From an optimization exercise on the open Yosys and OpenROAD flow, aimed at small area; shortcuts taken in it are not production practice.
Function was checked by simulation only, so behaviour that the tests miss may differ from the original.
Power is estimated from default activity; no workload was simulated.

==> juniper: inputs <==
==> flow/design.v (excerpt) <==
module spi_slave (
    input  wire        rst_n,
    input  wire        spi_clk,
    input  wire        mosi,
    output reg         miso,
    input  wire        csb,
    input  wire        ldb,
    input  wire [10:0] sensor_data_0,
    input  wire [10:0] sensor_data_1,
    input  wire [10:0] sensor_data_2,
    input  wire [10:0] sensor_data_3,
    input  wire [10:0] sensor_data_4,
    input  wire [10:0] sensor_data_5,
    input  wire [10:0] sensor_data_6,
    input  wire [10:0] sensor_data_7,
    input  wire [10:0] sensor_data_8,
    input  wire [10:0] sensor_data_9,
    input  wire [10:0] sensor_data_10,
    input  wire [10:0] sensor_data_11,
    input  wire [10:0] sensor_data_12,
    input  wire [10:0] sensor_data_13,
    input  wire [10:0] sensor_data_14,
    input  wire [10:0] sensor_data_15
);
Settings: LEC_CHECK=0, CAP_MARGIN=20, CORE_MARGIN=2, CORE_UTILIZATION=40, SLEW_MARGIN=20; clock period 20.0 ns.
standard.sh (not shown) runs the stock make flow with config.mk's settings and CLKGATE_MAP_FILE= SYNTH_SCRIPT=/design/flow/synth_recipe.tcl, a recipe that flattens the netlist after the stock synthesis.
==> flow/flow/run.sh <==
#!/bin/bash
# Standard layout with three changes:
#  - synthesis is the standard flow's own script, with ABC run on an area-oriented script
#    (abc_area.script here) instead of ORFS's speed script;
#  - the port buffers are buf_1 cells;
#  - the clock tree is built from small clock buffers, without dummy loads.
set -euo pipefail
W=$PWD
export FLOW_WORK=$W
export MY_ABC_SCRIPT=$W/flow/abc_area.script
export BUFFER_PORTS_ARGS="-buffer_cell sky130_fd_sc_hd__buf_1"
export CTS_ARGS="-sink_clustering_enable -repair_clock_nets -dont_use_dummy_load -buf_list {sky130_fd_sc_hd__clkbuf_2 sky130_fd_sc_hd__clkbuf_4 sky130_fd_sc_hd__clkbuf_8}"
bash standard.sh SYNTH_SCRIPT=$W/flow/synth.tcl finish > flow_standard.log 2>&1
==> flow/flow/abc_area.script <==
&get -n
&st
&dch -f
&nf -a
&st
&dch -f
&nf -a
&put
==> flow/flow/synth.tcl <==
# The standard flow's synthesis script, with ABC given the script in MY_ABC_SCRIPT and no
# delay target. Everything else, registers included, is unchanged.
proc abc {args} {
  set i [lsearch $args -script]
  if {$i >= 0} { lset args [expr {$i+1}] $::env(MY_ABC_SCRIPT) }
  set i [lsearch $args -D]
  if {$i >= 0} { set args [lreplace $args $i [expr {$i+1}]] }
  yosys abc {*}$args
}
source $::env(FLOW_WORK)/synth_recipe.tcl
==> umber: changes against juniper <==
==> flow/run.sh (new file) <==
#!/bin/bash
# synth_recipe.tcl (not shown) runs the flow's synth.tcl, then flattens the netlist and writes it again
# the make line also repeats each setting of config.mk as NAME=value (left out here)
make -C /OpenROAD-flow-scripts/flow DESIGN_CONFIG=/design/flow/config.mk WORK_HOME=/design/flow/orfs CLKGATE_MAP_FILE= SYNTH_SCRIPT=/design/flow/synth_recipe.tcl finish
--- a/flow/config.mk
+++ b/flow/config.mk
@@ -9,3 +9,3 @@
 export CORE_MARGIN = 2
-export CORE_UTILIZATION = 40
+export CORE_UTILIZATION = 55
 export SLEW_MARGIN = 20
removed: flow/flow/run.sh
removed: flow/flow/abc_area.script
removed: flow/flow/synth.tcl
removed: flow/standard.sh
==> results.json <==
{
  "status": "timing/DRC/antenna clean",
  "syn_avg_cell_area_um2": 9.03,
  "via_per_inst": 7.10,
  "mostFrequentLayoutCells": "a222oi_1, dfxtp_1, inv_1",
  "dp_hpwl_mm": 25.3,
  "power_density_nw_per_um2": 90.3,
  "finalNetCount": 1286,
  "gp_congestion": 0.986,
  "worstPathRequired_ps": 20340,
  "r2r_setup_slack_ps": 15820,
  "pwr-share-clk_pct": 33.9,
  "m1WireLength_mm": 12.6,
  "synth_compound_area_share_pct": 30.1,
  "die-area_um2": 17400,
  "die_w_um": 132,
  "drt-total-wl_mm": 35.9,
  "wire_per_inst_um": 27.0
}
# the run above: umber

==> results.json <==
{
  "status": "timing/DRC/antenna clean",
  "drt-total-wl_mm": 34.1,
  "dp_hpwl_mm": 23.8,
  "syn_avg_cell_area_um2": 10.1,
  "synth_compound_area_share_pct": 32.1,
  "r2r_setup_slack_ps": 13510,
  "finalNetCount": 1200,
  "mostFrequentLayoutCells": "dfxtp_1, clkinv_1, a222oi_1",
  "m1WireLength_mm": 14.4,
  "worstPathRequired_ps": 20290,
  "gp_congestion": 0.979,
  "via_per_inst": 6.54,
  "die_w_um": 145,
  "cts_setup_buffers": 0,
  "power_density_nw_per_um2": 92.3,
  "wire_per_inst_um": 26.7
}
# the run above: juniper

-- static timing again, ports no longer ideal --
The flow's constraints put no driver on any port. The routed layouts listed below were extracted and timed again, unchanged, in two steps.
Step 1: set_driving_cell puts a clkbuf_16 on spi_clk and a buf_2 on each other input, an assumption about the parent block.
Step 2 moves the port delays by t, midway between the first and last clock arrival at a register: inputs arrive t later, outputs are due t later. That takes back most of the time a late clock gives input paths.
Slacks: no drivers / after step 1 / after step 2; pairs: no drivers / after step 1.
| run | t (ns) | setup slack, ns | hold slack, ns | worst register clock-pin slew, ns | cell pins on the clock port's net |
|---|---|---|---|---|---|
| juniper | 0.493 | 10.678 / 10.699 / 10.206 | 0.469 / 0.469 / 0.469 | 0.11 / 0.11 | 1 |
| umber | 0.484 | 12.759 / 12.781 / 12.296 | 0.479 / 0.479 / 0.479 | 0.08 / 0.08 | 1 |
After both steps setup and hold are still met in every run listed. For juniper, which loses most, drivers alone change the setup slack by +0.021 ns; drivers and shift together by -0.472 ns.
